This design comes from an exercise in tuning for small area on the open sky130 flow, not from production work. Only simulation tests tie the RTL to the original design; equivalence was not proved.

**design.v**
```verilog
module rx_fullsuma_error_top(
	input [31:0] rx_data,
	input rx_clk,
	input reset,
	input trans_en,
	output reg tx_serial,
	output reg led_3c,
	input aligned,
	input [3:0] rx_k
);
localparam [2:0] S_RST = 3'd0, S_IDLE = 3'd1, S_PKT = 3'd2, S_PKTA = 3'd3,
                 S_EOP = 3'd4, S_WAIT = 3'd5, S_SEND = 3'd6;
localparam [1:0] F_IDLE = 2'd0, F_SOP = 2'd1, F_WAIT = 2'd2, F_ERR = 2'd3;
localparam [3:0] U_IDLE = 4'd0, U_WAIT = 4'd1, U_STOP = 4'd2, U_B0 = 4'd8, U_B7 = 4'd15;
reg [2:0] st;
reg aux;
reg [1:0] f3;
reg [3:0] up;
reg [10:0] bc;
reg [6:0] ps;
reg [19:0] cw;
reg [7:0] tot;
wire k0 = rx_k[0];
wire low_dc = rx_data[7:0] == 8'hDC;
wire is_sop = (rx_data[7:0] == 8'h3C) & k0;
wire is_eop = low_dc & k0;
wire en = st == S_PKT;
wire [31:0] o;
assign o[31] = ps[5] ^ ps[6];
assign o[30] = ps[4] ^ ps[5];
assign o[29] = ps[3] ^ ps[4];
assign o[28] = ps[2] ^ ps[3];
assign o[27] = ps[1] ^ ps[2];
assign o[26] = ps[0] ^ ps[1];
assign o[25] = o[31] ^ ps[0];
genvar gi;
generate for (gi = 0; gi < 25; gi = gi + 1) begin : g_prbs
	assign o[gi] = o[gi + 6] ^ o[gi + 7];
end endgenerate
wire [31:0] w = rx_data ^ {cw, 12'd0};
wire [19:0] crc_upd;
wire cx0 = w[6] ^ w[23];
wire cx1 = w[5] ^ w[9];
wire cx2 = w[4] ^ w[8];
wire cx3 = w[3] ^ w[12];
wire cx4 = w[2] ^ w[11];
wire cx5 = w[0] ^ w[30];
wire cx6 = w[1] ^ w[10];
wire cx7 = w[14] ^ w[20];
wire cx8 = w[13] ^ w[19];
wire cx9 = w[7] ^ cx3;
wire cx10 = w[15] ^ w[21];
wire cx11 = w[22] ^ w[31];
wire cx12 = cx0 ^ cx4;
wire cx13 = w[26] ^ cx1;
wire cx14 = w[27] ^ cx5;
wire cx15 = w[29] ^ cx7;
wire cx16 = cx2 ^ cx8;
wire cx17 = w[16] ^ w[28];
wire cx18 = w[27] ^ cx6;
wire cx19 = w[16] ^ w[24];
wire cx20 = w[10] ^ w[17];
wire cx21 = w[7] ^ cx13;
wire cx22 = cx0 ^ cx2;
wire cx23 = w[25] ^ cx12;
wire cx24 = w[26] ^ cx10;
wire cx25 = cx6 ^ cx11;
wire cx26 = cx9 ^ cx22;
wire cx27 = w[25] ^ w[31];
wire cx28 = w[11] ^ w[18];
wire cx29 = w[27] ^ cx20;
wire cx30 = w[4] ^ w[24];
wire cx31 = w[1] ^ cx24;
wire cx32 = w[5] ^ cx11;
wire cx33 = w[22] ^ cx21;
wire cx34 = w[0] ^ w[23];
wire cx35 = w[12] ^ cx19;
wire cx36 = w[2] ^ cx14;
wire cx37 = cx16 ^ cx33;
wire cx38 = w[28] ^ cx8;
wire cx39 = cx5 ^ cx31;
wire cx40 = w[9] ^ cx28;
wire cx41 = w[6] ^ w[14];
wire cx42 = w[3] ^ cx4;
wire cx43 = w[13] ^ w[24];
wire cx44 = w[29] ^ cx10;
wire cx45 = w[8] ^ cx29;
wire cx46 = cx1 ^ cx15;
wire cx47 = w[17] ^ cx27;
wire cx48 = cx9 ^ cx14;
wire cx49 = cx17 ^ cx36;
wire cx50 = w[28] ^ cx11;
wire cx51 = cx50 ^ cx26;
wire cx52 = cx51 ^ cx39;
wire cx53 = cx52 ^ cx43;
wire cx54 = w[25] ^ cx3;
wire cx55 = cx54 ^ cx13;
wire cx56 = cx55 ^ cx41;
wire cx57 = cx56 ^ cx44;
wire cx58 = cx57 ^ cx49;
wire cx59 = w[21] ^ w[29];
wire cx60 = cx59 ^ cx34;
wire cx61 = cx60 ^ cx35;
wire cx62 = cx61 ^ cx45;
wire cx63 = w[0] ^ cx24;
wire cx64 = cx63 ^ cx26;
wire cx65 = cx64 ^ cx40;
wire cx66 = cx65 ^ cx47;
wire cx67 = w[18] ^ cx18;
wire cx68 = cx67 ^ cx35;
wire cx69 = cx68 ^ cx37;
wire cx70 = cx1 ^ cx7;
wire cx71 = cx70 ^ cx23;
wire cx72 = cx71 ^ cx38;
wire cx73 = cx72 ^ cx45;
wire cx74 = w[13] ^ w[23];
wire cx75 = cx74 ^ cx2;
wire cx76 = cx75 ^ cx5;
wire cx77 = cx76 ^ cx15;
wire cx78 = cx77 ^ cx25;
wire cx79 = cx78 ^ cx40;
wire cx80 = w[0] ^ w[10];
wire cx81 = cx80 ^ w[28];
wire cx82 = cx81 ^ cx37;
wire cx83 = cx82 ^ cx41;
wire cx84 = cx83 ^ cx42;
wire cx85 = w[11] ^ w[15];
wire cx86 = cx85 ^ cx18;
wire cx87 = cx86 ^ cx26;
wire cx88 = cx87 ^ cx46;
wire cx89 = w[16] ^ cx13;
wire cx90 = cx89 ^ cx25;
wire cx91 = cx90 ^ cx34;
wire cx92 = cx91 ^ cx42;
wire cx93 = w[17] ^ cx3;
wire cx94 = cx93 ^ cx12;
wire cx95 = cx94 ^ cx18;
wire cx96 = cx95 ^ cx30;
wire cx97 = w[8] ^ w[18];
wire cx98 = cx97 ^ cx23;
wire cx99 = cx98 ^ cx32;
wire cx100 = cx99 ^ cx39;
wire cx101 = w[9] ^ cx10;
wire cx102 = cx101 ^ cx16;
wire cx103 = cx102 ^ cx49;
wire cx104 = w[3] ^ w[17];
wire cx105 = cx104 ^ cx17;
wire cx106 = cx105 ^ cx25;
wire cx107 = cx106 ^ cx46;
wire cx108 = w[4] ^ w[18];
wire cx109 = cx108 ^ w[30];
wire cx110 = cx109 ^ cx12;
wire cx111 = cx110 ^ cx20;
wire cx112 = cx111 ^ cx44;
wire cx113 = w[19] ^ w[30];
wire cx114 = cx113 ^ cx9;
wire cx115 = cx114 ^ cx19;
wire cx116 = cx115 ^ cx28;
wire cx117 = cx116 ^ cx32;
wire cx118 = w[12] ^ w[20];
wire cx119 = cx118 ^ cx0;
wire cx120 = cx119 ^ cx16;
wire cx121 = cx120 ^ cx47;
wire cx122 = w[18] ^ w[21];
wire cx123 = cx122 ^ cx7;
wire cx124 = cx123 ^ cx21;
wire cx125 = cx124 ^ cx43;
wire cx126 = w[14] ^ w[23];
wire cx127 = cx126 ^ w[26];
wire cx128 = cx127 ^ cx6;
wire cx129 = cx128 ^ cx27;
wire cx130 = cx129 ^ cx30;
wire cx131 = cx130 ^ cx38;
wire cx132 = cx131 ^ cx48;
wire cx133 = w[5] ^ w[21];
wire cx134 = cx133 ^ w[22];
wire cx135 = cx134 ^ cx15;
wire cx136 = cx135 ^ cx23;
wire cx137 = cx136 ^ cx48;
assign crc_upd[0] = cx53;
assign crc_upd[1] = cx58;
assign crc_upd[2] = cx62;
assign crc_upd[3] = cx66;
assign crc_upd[4] = cx69;
assign crc_upd[5] = cx73;
assign crc_upd[6] = cx79;
assign crc_upd[7] = cx84;
assign crc_upd[8] = cx88;
assign crc_upd[9] = cx92;
assign crc_upd[10] = cx96;
assign crc_upd[11] = cx100;
assign crc_upd[12] = cx103;
assign crc_upd[13] = cx107;
assign crc_upd[14] = cx112;
assign crc_upd[15] = cx117;
assign crc_upd[16] = cx121;
assign crc_upd[17] = cx125;
assign crc_upd[18] = cx132;
assign crc_upd[19] = cx137;
wire wait_done = ~cw[1] & ~cw[4] & ~cw[5] & cw[7] & cw[9] & cw[10] & cw[11] & ~cw[12] & cw[14];
wire [31:0] m = {o[31:28], low_dc ? cw : o[27:8], low_dc ? 8'hDC : o[7:0]};
wire [31:0] x = (rx_data ^ m) & {{4{~low_dc}}, 28'hfffffff};
wire cnt_en = en & (~low_dc | (k0 & ~aux));
wire [4:0] pc = x[0] + x[1] + x[2] + x[3] + x[4] + x[5] + x[6] + x[7] + x[8] + x[9] + x[10] + x[11] + x[12] + x[13] + x[14] + x[15] + x[16] + x[17] + x[18] + x[19] + x[20] + x[21] + x[22] + x[23] + x[24] + x[25] + x[26] + x[27] + x[28] + x[29] + x[30] + x[31];
wire [4:0] add = cnt_en ? pc : 5'd0;
wire tx_ready = f3[0];
wire strobe = bc[0] & bc[2] & bc[3] & ~bc[5] & bc[7] & bc[9] & ~bc[10];
wire tx_done = up == U_STOP;
wire [7:0] tx_byte = (f3 == F_ERR) ? tot : 8'h3C;
wire start = (up == U_IDLE) & tx_ready;
always @(*) begin
	led_3c = aux | (st != S_RST && st != S_IDLE);
end
always @(posedge rx_clk) begin
	tot <= (st == S_IDLE ? 8'd0 : tot) + {3'd0, add};
	if (start | strobe)
		bc <= 11'd475;
	else
		bc <= {bc[9:0], bc[10] ^ bc[8]};
	if (reset) begin
		st <= S_RST;
		aux <= 1'b0;
		f3 <= F_IDLE;
		up <= U_IDLE;
		tx_serial <= 1'b1;
		ps <= 7'd1;
		cw <= 20'hfffff;
	end else begin
		case (st)
			S_RST: st <= S_IDLE;
			S_IDLE: if (is_sop) st <= S_PKT;
			S_PKT, S_PKTA: st <= is_eop ? S_EOP : S_PKT;
			S_EOP: begin
				aux <= 1'b1;
				if (aux) st <= S_WAIT;
			end
			S_WAIT: if (wait_done) st <= S_SEND; else if (is_sop) st <= S_PKTA;
			S_SEND: if (f3 == F_IDLE) st <= S_IDLE;
			default: st <= S_RST;
		endcase
		case (f3)
			F_IDLE: if (st == S_PKT) f3 <= F_SOP;
			F_SOP: if (tx_done) f3 <= F_WAIT;
			F_WAIT: if (st == S_SEND && !tx_done) f3 <= F_ERR;
			F_ERR: if (tx_done) f3 <= F_IDLE;
		endcase
		if (up == U_IDLE) begin
			if (tx_ready) up <= U_WAIT;
		end else if (strobe) begin
			if (up == U_WAIT) begin
				up <= U_B0;
				tx_serial <= 1'b0;
			end else if (up == U_STOP) begin
				up <= U_IDLE;
				tx_serial <= 1'b1;
			end else begin
				up <= (up == U_B7) ? U_STOP : up + 4'd1;
				tx_serial <= tx_byte[up[2:0]];
			end
		end
		if (en) ps <= o[6:0];
		if (st == S_RST || st == S_IDLE || st == S_EOP)
			cw <= 20'hfffff;
		else if (st == S_WAIT)
			cw <= {crc_upd[19:16], cw[14:0], cw[4] ^ cw[15]};
		else
			cw <= crc_upd;
	end
end
endmodule
```
**run.sh**
```bash
#!/bin/bash
# synth_recipe.tcl (not shown) runs the flow's synth.tcl, then flattens the netlist and writes it again
# the make line also repeats each setting of config.mk as NAME=value (left out here)
make -C /OpenROAD-flow-scripts/flow DESIGN_CONFIG=/design/flow/config.mk WORK_HOME=/design/flow/orfs CLKGATE_MAP_FILE= SYNTH_SCRIPT=/design/flow/synth_recipe.tcl finish
```
**config.mk**
```make
export PLATFORM = sky130hd
export DESIGN_NAME = rx_fullsuma_error_top
export DESIGN_NICKNAME = rx_fullsuma_error_top
export VERILOG_FILES = /design/flow/design.v
export SDC_FILE = /design/flow/constraint.sdc
export NUM_CORES = 4
export LEC_CHECK = 0
export CAP_MARGIN = 20
export CORE_MARGIN = 2
export CORE_UTILIZATION = 40
export PLACE_DENSITY = 0.6
export SLEW_MARGIN = 20
```
**constraint.sdc**
```tcl
create_clock -name core_clock -period 7.0 [get_ports {rx_clk}]
set_input_delay 1.4000 -clock core_clock [delete_from_list [all_inputs] [get_ports {rx_clk}]]
set_output_delay 1.4000 -clock core_clock [all_outputs]
set_load 0.01 [all_outputs]
```
==> results.txt <==
========================================================================================
Outcome                                                                     complete, but fails checks
Checks failing in the layout checks                                         negative setup slack
DRC viols                                                                              0
Number of max-cap violations                                                           0
Most used flip-flop cell after synthesis                                         dfxtp_1
CTS sink cnt                                                                          57
Synthesized instance count                                                           627
Sequential area share after synthesis                                             0.1993
CTS tree                                                                            done
Start point of the critical path                                              rx_data[1]
Area leader, netlist                                                             xnor2_1
Overall fraction of global-route tracks in use                                    0.2219
Pin slew with the least headroom to its limit                                  0.8496 ns
Net count after synthesis                                                            712
Aggregate global routing overflow                                                      0
Worst Clk Skew                                                                0.01401 ns
Post-Synthesis Mean Instance Area                                            9.130 sq um
Global-route wire length before repair                                          25220 um
Max-slew violation total from the final report                                         0
Register-to-register setup slack                                                 0.21 ns
Share of flip-flops with an asynchronous set or reset                                  0
Count of nets after finishing                                                        780
Synthesized area                                                              5724 sq um
Clk buf depth                                                                          2
Crit end category                                                               register
Die width                                                                       123.6 um
Pin count of the biggest net entering global routing                                  27
Reg clk slew, reported paths                                                     0.05 ns
Hold Violations, Final                                                                 0
Source-to-sink clock delay at the later pin of the worst-skew pair               0.32 ns
TritonRoute pass-1 iters                                                               4
Post-synth top area share                                                         0.2004
Remaining max-slew budget at the tightest pin                                     0.4336
Number of antenna violations at the first check in global routing                      0
Number of buffer and inverter instances along the worst setup path                     6
Cell depth of the worst hold path                                                      1
Dominant cell type by count on the critical path                                    fa_1
EDFF count, synth                                                                      0
Avg WL per Cell                                                                 18.24 um
Highest cell delay on the worst timing path                                      0.57 ns
# H-tree levels                                                                        3
Largest driver fanout on the critical path                                             4
Chip Height                                                                     123.6 um
Number of cells on the worst reg-to-reg path                                          25
Detailed-route vias per instance                                                   5.196
Detail Placement HPWL                                                           12740 um
Fmax                                                                          0.1340 GHz
Final Routed Wirelength                                                         16030 um
Endpoints failing setup                                                                6
Crit-path slowest cell                                                              fa_1
Worst Hold Class                                                                 reg2reg
Placement Rows                                                                        43
Hold path start                                                                    bc[6]
Final worst-path setup slack                                                  -0.4649 ns
N_diodes                                                                               0
Area of the core                                                             13930 sq um
Starting density of the core                                                      0.4108
Vias in the first global route                                                      4631
Worst EP required                                                                7.18 ns
Portion of the clock cycle consumed by the worst path in the final layout          1.066
Count of port buffers added during placement                                          36
Crit. path cell count                                                                 27
Fraction of layout cells with a size suffix above 1                               0.1731
Final weighted congestion in routability-driven placement                         0.9602
Library cell with the highest instance count after synthesis                     xnor2_1
Arrival time at the worst endpoint                                               7.65 ns
Synthesis-stage register bit count                                                    57
Iteration-0 DRC Markers                                                              349
Category of the worst setup path launch point                                 input port
DRT antenna net count                                                                  0
Clock root buffer                                                              clkbuf_16
Commonest cells in the netlist                                              xnor2_1 (131), dfxtp_1 (57), nor2_1 (46), xor2_1 (43), nand2_1 (41)
Die outline area                                                             15280 sq um
Unrepaired setup endpoints after global routing                                     true
Category of the critical setup timing path                                        in2reg
Total number of vias                                                                4567
Warnings from Yosys                                                                    1
Synth cell types                                                                      49
Leading cell types by total area after synthesis                            xnor2_1 (20%), dfxtp_1 (20%), fa_1 (8.7%)
Area after DPL                                                                6540 sq um
I/O pin count                                                                         42
Cts bufs inserted                                                                      9
Hold buffer count at cts                                                               0
Worst path top cell family by delay                                          adder cells
Final design instance area without fill                                       7117 sq um
Clock period minus worst slack                                                  7.465 ns
Utilization after layout                                                          0.5107
Setup TNS Final                                                                -1.787 ns
Critical R2R Launch                                                                ps[3]
Area growth, synth to finish                                                      24.33%
========================================================================================
==> layout by cell type, fill, tap and decap left out, drive strengths merged, types with 4 or more instances in the layout <==
master and n:
nor2 46, nand3 6, xor2 43, clkdlybuf4s50 28, a21o 7, a21oi 34
o211ai 11, mux2i 6, and2 5, or3 7, nand2 41, xnor2 135
or2 8, clkbuf 15, nor3 5, o21ai 30, a211oi 4, buf 59
xnor3 19, nor2b 12, ha 20, inv 37, fa 25, xor3 8
dfxtp 57
==> worst paths after layout <==
| check | endpoint |
|---|---|
| min reg2reg | bc[7] |
| min | bc[7] |
| max reg2reg | tot[6] |
| max | tot[6] |
==> worst register-to-register path, cell delays in order, from the launching register on <==
cell     delay (ns)
dfxtp_1        0.41
xnor2_1        0.43
buf_4          0.21
xnor2_1        0.18
nor2_4         0.08
a21oi_4        0.15
xnor2_2        0.10
fa_1           0.53
fa_1           0.57
inv_2          0.04
fa_1           0.55
fa_1           0.43
fa_1           0.50
inv_2          0.04
fa_1           0.54
ha_2           0.19
fa_2           0.44
inv_2          0.08
nor2_4         0.05
fa_2           0.41
a21o_1         0.20
a21oi_4        0.14
nor2b_1        0.06
o21ai_1        0.14
xor2_1         0.16
nor2_1         0.05
==> metal layers <==
metal | vias to the layer above | track usage | wire (um)
li1 | 2176 | - | -
met1 | 2194 | 0.2878 | 6966
met2 | 163 | 0.3637 | 7531
met3 | 34 | 0.04212 | 1022
met4 | 0 | 0.09020 | 509
met5 | - | 0 | 0
==> per-stage QoR <==
step / hold slack (ns) / cells / worst slack (ns)
floorplan: 0.3908 / 627 / -0.5233
global placement: 0.4041 / 852 / -1.122
detailed placement: 0.4176 / 852 / -1.243
CTS: 0.4234 / 878 / -0.5718
global route: 0.4440 / 879 / -0.7307
finish: 0.4180 / 879 / -0.4649
==> registers in the layout, indices dropped and copies added (netlist names) <==
register and cells:
cw 20, bc 11, tot 8, ps 7, up 4, st 3
f3 2, aux 1, tx_serial 1
==> final cells by class <==
class	instances	area (sq um)
Fill cell	1259	6818
Multi-Input combinational cell	501	4484
Sequential cell	57	1141
Timing Repair Buffer	89	797.0
Clock buffer	13	270.3
Tap cell	180	225.2
Inverter	37	138.9
Clock inverter	2	60.06
==> logic make-up (layout without fill, tap and decap cells) <==
| logic type | Yosys count | in the layout | share of synthesized area |
|---|---|---|---|
| adder cells (fa/ha/maj) | 45 | 45 | 0.1311 |
| AO/OA/AOI/OAI | 99 | 99 | 0.1034 |
| flip-flops | 57 | 57 | 0.1993 |
| XOR/XNOR | 205 | 205 | 0.3858 |
| buffers and inverters | 69 | 141 | 0.04656 |
| multiplexers | 7 | 7 | 0.01246 |
| AND/OR/NAND/NOR | 145 | 145 | 0.1213 |
==> timing repair <==
item / 4_1_cts / 5_1_grt
cloned: 2 / 0
setup endpoints to repair: 7 / 7
setup buffers: 9 / 2
resized for setup: 47 / 28
pin swaps: 33 / 24

==> what the ideal ports hide <==
The results above use ideal ports. As a check the final layout listed here was re-extracted and re-timed, cells and wires unchanged. Step 1 sets driving cells, clkbuf_16 on the clock port and buf_2 on the other inputs (assumed; they add their load-dependent delay and slew). Step 2, shift: input delay + t, output delay - t, t = (earliest + latest rising clock arrival at the registers) / 2. This alone moves slack from input paths to output paths. Three values: ideal ports, drivers, drivers and shift; two values: the first two.
shift t [ns]: 0.352
setup WS [ns]: -0.465 / -0.461 / -0.814
worst setup path at the end: input to register
The setup slack of this run moves by +0.004 ns with the drivers and by -0.349 ns with both steps.
